This design comes from an exercise in tuning for small area on the open sky130 flow, not from production work. Where RTL was checked, it was by simulation tests only, not by an equivalence proof against the original. No driver is modelled on the clock port, so clocking that relies on it looks cheaper here than on a real chip. Power figures rest on the tool's default switching activity, not on a simulated workload.

== 05-03 ==
==> flow/design.v <==
module uart_receiver
(
    input            clock,
    input            reset_n,
    input            rx,
    output reg [11:0] sr,
    output           is_r,
    output           byte_ready
);
    reg rx_sync1, rx_sync, prev_rx_sync;
    always @(posedge clock or negedge reset_n)
        if (!reset_n) begin
            rx_sync1     <= 1'b1;
            rx_sync      <= 1'b1;
            prev_rx_sync <= 1'b1;
        end else begin
            rx_sync1     <= rx;
            rx_sync      <= rx_sync1;
            prev_rx_sync <= rx_sync;
        end
    wire start_bit_edge = prev_rx_sync & !rx_sync;
    reg [3:0]  st;
    reg [12:0] cnt;
    reg        hi_r;
wire [12:0] cnt_x  = cnt ^ 13'h1555;
wire [12:0] cnt_nx = {cnt_x[11:0], ~(cnt_x[12]^cnt_x[3]^cnt_x[2]^cnt_x[0])} ^ 13'h1555;
    wire idle  = (st == 4'd0);
    wire done  = (cnt == 13'h37c);
    wire load  = idle & start_bit_edge;
    wire shift = !idle & !byte_ready & done;
    assign byte_ready = (st == 4'd9);
    assign is_r = hi_r & (sr[3:0] == 4'h2);
    always @(posedge clock or negedge reset_n)
        if (!reset_n)
            st <= 4'd0;
        else if (byte_ready)
            st <= 4'd0;
        else if (load | shift)
            st <= st + 4'd1;
    always @(posedge clock) begin
        if (load)
            cnt <= 13'h0;
        else if (done)
            cnt <= 13'h719;
        else
            cnt <= cnt_nx;
        if (shift & (st <= 4'd4))
            sr <= {sr[4], sr[11:9], sr[0], sr[7:5], rx, sr[3:1]};
        if (shift & (st >= 4'd5))
            hi_r <= (hi_r | (st == 4'd5)) & (rx == st[0]);
    end
endmodule
module sonn
(
    input         clock,
    input         reset_n,
    input         rx,
    output [15:0] hword
);
wire [11:0] sr;          
wire        is_r;
wire       byte_ready;
reg  [1:0]  count2;
reg         wload;     
reg  [11:0] hw;
always @(posedge clock)
    if (!reset_n) begin
        count2 <= 2'd0;
        wload  <= 1'b0;
        hw     <= 12'd0;
    end else begin
        wload <= byte_ready & (count2 == 2'd3);
        if (wload)
            hw <= sr;
        if (byte_ready)
            case (count2)
                2'd0: if (is_r) count2 <= 2'd1;
                2'd1: count2 <= 2'd2;
                2'd2: count2 <= 2'd3;
                2'd3: count2 <= 2'd0;
            endcase
    end
assign hword = {4'b0000, hw};
uart_receiver uart(.clock(clock), .reset_n(reset_n), .rx(rx),
                   .sr(sr), .is_r(is_r), .byte_ready(byte_ready));
endmodule
module note(clk, reset_n, noteout);
input clk, reset_n;
output reg noteout;
reg [14:0] cnt;
wire [14:0] cnt_x  = cnt ^ 15'h5555;
wire [14:0] cnt_nx = {cnt_x[13:0], ~(cnt_x[14]^cnt_x[13])} ^ 15'h5555;
always @(posedge clk)
    if (!reset_n) begin
        noteout <= 1'b0;
        cnt     <= 15'h0;
    end else if (cnt == 15'h41aa) begin
        cnt     <= 15'h0;
        noteout <= ~noteout;
    end else
        cnt <= cnt_nx;
endmodule
module buzz(clk, reset_n, en, tim, tone);
input clk, reset_n, en;
input [1:0] tim;
output reg tone;
wire noteout;
note note1(.clk(clk), .reset_n(reset_n), .noteout(noteout));
reg [1:0]  tim_r;
reg [19:0] lo;
reg        lo_z, lo_o;
reg [5:0]  hi;          
reg        ene;
wire [19:0] lo_x  = lo ^ 20'h55555;
wire [19:0] lo_nx = {lo_x[18:0], ~(lo_x[19]^lo_x[16])} ^ 20'h55555;
wire [5:0] hi_x  = hi ^ 6'h0;
wire [5:0] hi_nx = {hi_x[4:0], ~(hi_x[5]^hi_x[4])} ^ 6'h0;
reg [5:0] hon, hoff;
always @*
    case (tim_r)
        2'd0: begin hon = 6'h1f;  hoff = 6'h3c; end
        2'd1: begin hon = 6'h2f; hoff = 6'h2b; end
        2'd2: begin hon = 6'h21; hoff = 6'h6; end
        default: begin hon = 6'h13; hoff = 6'h28; end
    endcase
wire lo_wrap = (lo == 20'h41653);
wire restart = (lo_z & (hi == hoff)) | (lo_o & (hi == 6'h28));
wire lo_clr  = restart | lo_wrap;
always @(posedge clk) begin
    tim_r <= tim;
    lo_o  <= lo_z;
    if (!reset_n) begin
        lo   <= 20'h0;
        lo_z <= 1'b1;
        hi   <= 6'h0;
        ene  <= 1'b0;
    end else begin
        lo_z <= lo_clr;
        lo   <= lo_clr ? 20'h0 : lo_nx;
        hi   <= restart ? 6'h0 : lo_wrap ? hi_nx : hi;
        if (restart)
            ene <= 1'b0;
        else if (lo_z & (hi == hon))
            ene <= 1'b1;
    end
end
always @(posedge clk)
    tone <= en & noteout & ene;
endmodule
module sonic(clk, trig, reset_n, en, echo, out);
input clk, echo, reset_n, en;
output reg trig;
output [23:0] out;
reg [21:0] cp;
wire [21:0] cp_x  = cp ^ 22'h155555;
wire [21:0] cp_nx = {cp_x[20:0], ~(cp_x[21]^cp_x[20])} ^ 22'h155555;
reg [11:0] r;
reg [9:0]  q;
reg [9:0]  oq;
wire [11:0] r_x  = r ^ 12'h555;
wire [11:0] r_nx = {r_x[10:0], ~(r_x[11]^r_x[5]^r_x[3]^r_x[0])} ^ 12'h555;
wire rwrap = (r == 12'h862);
wire qsat  = q[9] & q[8];
wire wend = (cp == 22'h1afe2e);
always @(posedge clk)
    if (!reset_n) begin
        cp   <= 22'h0;
        trig <= 1'b0;
        r    <= 12'h0;
        q    <= 10'd0;
        oq   <= 10'd0;
    end else if (en) begin
        cp <= wend ? 22'h0 : cp_nx;
        if (cp == 22'h3fffff)
            trig <= 1'b1;
        if (cp == 22'h932ab)
            trig <= 1'b0;
        if (wend) begin
            oq <= q;
            r  <= 12'h0;
            q  <= 10'd0;
        end else if (echo) begin
            r <= rwrap ? 12'h0 : r_nx;
            if ((q == 10'd620) & (r == 12'h4f3))
                q <= 10'h3ff;
            else if (rwrap & !qsat)
                q <= q + 10'd1;
        end
    end
assign out = {12'd0, {2{oq[9] & oq[8]}}, oq};
endmodule
module usonic_top
(
    input         clk,
    input         reset_n,
    input         rx,         
    input         echo,       
    input  [ 3:0] control,    
    output [15:0] hword,      
    output [23:0] usonic,     
    output        trig,       
    output        tone        
);
sonn sonna
(
 .clock   ( clk     ),
 .reset_n ( reset_n ),
 .rx      ( rx      ),
 .hword   ( hword   )
);
buzz buzz
(
 .clk     ( clk          ),
 .reset_n ( reset_n      ),
 .en      ( control[0]   ),
 .tim     ( control[2:1] ),
 .tone    ( tone         )
);
sonic sonica
(
 .clk     ( clk        ),
 .trig    ( trig       ),
 .reset_n ( reset_n    ),
 .en      ( control[3] ),
 .echo    ( echo       ),
 .out     ( usonic     )
);
endmodule
==> flow/config.mk <==
export PLATFORM = sky130hd
export DESIGN_NAME = usonic_top
export DESIGN_NICKNAME = usonic_top
export VERILOG_FILES = /design/flow/design.v
export SDC_FILE = /design/flow/constraint.sdc
export NUM_CORES = 4
export LEC_CHECK = 0
export CAP_MARGIN = 20
export CORE_MARGIN = 2
export CORE_UTILIZATION = 70
export SLEW_MARGIN = 20
==> flow/constraint.sdc <==
create_clock -name core_clock -period 20.0 [get_ports {clk}]
set_input_delay 4.0000 -clock core_clock [delete_from_list [all_inputs] [get_ports {clk}]]
set_output_delay 4.0000 -clock core_clock [all_outputs]
set_load 0.01 [all_outputs]
standard.sh (not shown) runs the stock make flow with config.mk's settings and CLKGATE_MAP_FILE= SYNTH_SCRIPT=/design/flow/synth_recipe.tcl, a recipe that flattens the netlist after the stock synthesis.
==> flow/flow/run.sh <==
#!/bin/bash
# Own layout flow: the standard flow (standard.sh) with
#  - synthesis as standard, but ABC maps the logic with flow/abc_map.script
#    (area-oriented) and no separate half-adder mapping (ADDER_MAP_FILE
#    empty); registers are mapped before ABC, so they are unchanged;
#  - port buffers made of the smallest buffer cell, one tie cell for all
#    constant outputs;
#  - clock tree of clkbuf_4 without dummy loads; flow/post_cts.tcl then swaps
#    the clock buffers whose flip-flops see a slow clock edge for clkbuf_8.
# Each step's output goes to its own log file here.
set -euo pipefail
HERE=$PWD
rm -rf "$HERE/scripts_abc"
cp -r "$FLOW_HOME/scripts" "$HERE/scripts_abc"
cp "$HERE/flow/abc_map.script" "$HERE/scripts_abc/abc_speed.script"
bash standard.sh "SCRIPTS_DIR=$HERE/scripts_abc" "ADDER_MAP_FILE=" synth > "$HERE/log_synth.log" 2>&1
bash standard.sh \
  "BUFFER_PORTS_ARGS=-buffer_cell sky130_fd_sc_hd__buf_1" \
  "SKIP_REPAIR_TIE_FANOUT=1" \
  "CTS_ARGS=-sink_clustering_enable -repair_clock_nets -dont_use_dummy_load -buf_list sky130_fd_sc_hd__clkbuf_4" \
  "POST_CTS_TCL=$HERE/flow/post_cts.tcl" \
  finish > "$HERE/log_layout.log" 2>&1
Other scripts of this flow, unchanged in this note and not shown: flow/flow/abc_map.script, flow/flow/post_cts.tcl
In summary, 05-03 completed successfully, with a layout that passed the timing, DRC and antenna checks.
The following lists how 12-19 was set up differently from 05-03:
-- flow/design.v --
<<< 05-03, line 4
    input            reset_n,
    input            rx,
    output reg [11:0] sr,
    output           is_r,
    output           byte_ready
>>> 12-19, line 4
    input            reset_n,
    input            rx,
    output reg [3:0] nib,
    output           is_r,
    output           byte_ready
<<< 05-03, line 30
    wire shift = !idle & !byte_ready & done;
    assign byte_ready = (st == 4'd9);
    assign is_r = hi_r & (sr[3:0] == 4'h2);
    always @(posedge clock or negedge reset_n)
        if (!reset_n)
>>> 12-19, line 30
    wire shift = !idle & !byte_ready & done;
    assign byte_ready = (st == 4'd9);
    assign is_r = hi_r & (nib == 4'h2);
    always @(posedge clock or negedge reset_n)
        if (!reset_n)
<<< 05-03, line 46
            cnt <= cnt_nx;
        if (shift & (st <= 4'd4))
            sr <= {sr[4], sr[11:9], sr[0], sr[7:5], rx, sr[3:1]};
        if (shift & (st >= 4'd5))
            hi_r <= (hi_r | (st == 4'd5)) & (rx == st[0]);
>>> 12-19, line 46
            cnt <= cnt_nx;
        if (shift & (st <= 4'd4))
            nib <= {rx, nib[3:1]};
        if (shift & (st >= 4'd5))
            hi_r <= (hi_r | (st == 4'd5)) & (rx == st[0]);
<<< 05-03, line 58
    output [15:0] hword
);
wire [11:0] sr;          
wire        is_r;
wire       byte_ready;
reg  [1:0]  count2;
reg         wload;     
reg  [11:0] hw;
>>> 12-19, line 58
    output [15:0] hword
);
wire [3:0] nib;
wire       is_r;
wire       byte_ready;
reg  [1:0]  count2;
reg  [7:0]  digits;    
reg         wload;     
reg  [11:0] hw;
<<< 05-03, line 72
        wload <= byte_ready & (count2 == 2'd3);
        if (wload)
            hw <= sr;
        if (byte_ready)
            case (count2)
>>> 12-19, line 73
        wload <= byte_ready & (count2 == 2'd3);
        if (wload)
            hw <= {digits, nib};
        if (byte_ready)
            case (count2)
<<< 05-03, line 81
            endcase
    end
assign hword = {4'b0000, hw};
uart_receiver uart(.clock(clock), .reset_n(reset_n), .rx(rx),
                   .sr(sr), .is_r(is_r), .byte_ready(byte_ready));
endmodule
module note(clk, reset_n, noteout);
>>> 12-19, line 82
            endcase
    end
always @(posedge clock)
    if (byte_ready) begin
        if (count2 == 2'd1) digits[7:4] <= nib;
        if (count2 == 2'd2) digits[3:0] <= nib;
    end
assign hword = {4'b0000, hw};
uart_receiver uart(.clock(clock), .reset_n(reset_n), .rx(rx),
                   .nib(nib), .is_r(is_r), .byte_ready(byte_ready));
endmodule
module note(clk, reset_n, noteout);
<<< 05-03, line 158
reg [9:0]  q;
reg [9:0]  oq;
wire [11:0] r_x  = r ^ 12'h555;
wire [11:0] r_nx = {r_x[10:0], ~(r_x[11]^r_x[5]^r_x[3]^r_x[0])} ^ 12'h555;
wire rwrap = (r == 12'h862);
wire qsat  = q[9] & q[8];
wire wend = (cp == 22'h1afe2e);
>>> 12-19, line 164
reg [9:0]  q;
reg [9:0]  oq;
wire [11:0] r_x  = r ^ 12'h0;
wire [11:0] r_nx = {r_x[10:0], ~(r_x[11]^r_x[5]^r_x[3]^r_x[0])} ^ 12'h0;
wire rwrap = (r == 12'h8a6);
wire qsat  = q[9] & q[8];
wire wend = (cp == 22'h1afe2e);
<<< 05-03, line 182
        end else if (echo) begin
            r <= rwrap ? 12'h0 : r_nx;
            if ((q == 10'd620) & (r == 12'h4f3))
                q <= 10'h3ff;
            else if (rwrap & !qsat)
>>> 12-19, line 188
        end else if (echo) begin
            r <= rwrap ? 12'h0 : r_nx;
            if ((q == 10'd620) & (r == 12'hd15))
                q <= 10'h3ff;
            else if (rwrap & !qsat)
## What came out
Summary of 12-19 over 05-03: detailed placement HPWL +1.0%; final worst-path setup slack +0.40 ns; fraction of standard cell area that is sequential +0.45 points.
Summary of 12-19 over 05-03: met3 usage in global routing barely changed, net count of the finished layout went down, fraction of power spent switching nets fell by 0.32 points.
Share of final layout cell area taken by non-clock buffers: 05-03 vs 12-19, no meaningful difference
For 05-03, only the layout was checked, not whether the RTL still works.

==> afterwards: timing with drivers on the ports <==
Ports are ideal in the flow. The routed layouts listed here were re-timed in OpenROAD.
Step 1 sets driving cells, clkbuf_16 on the clock port and buf_2 on the other inputs (assumed; they add their load-dependent delay and slew).
Step 2, shift: input delay + t, output delay - t, t = (earliest + latest rising clock arrival at the registers) / 2. This alone moves slack from input paths to output paths.
Three values: ideal, step 1, step 2; two values: the first two.
run | shift t [ns] | setup slack, ns | worst data-port slew with drivers (ns)
05-03 | 0.524 | 13.549 / 13.544 / 13.020 | 0.05
12-19 | 0.535 | 13.950 / 13.956 / 13.421 | 0.03
After both steps every run listed still meets setup and hold.
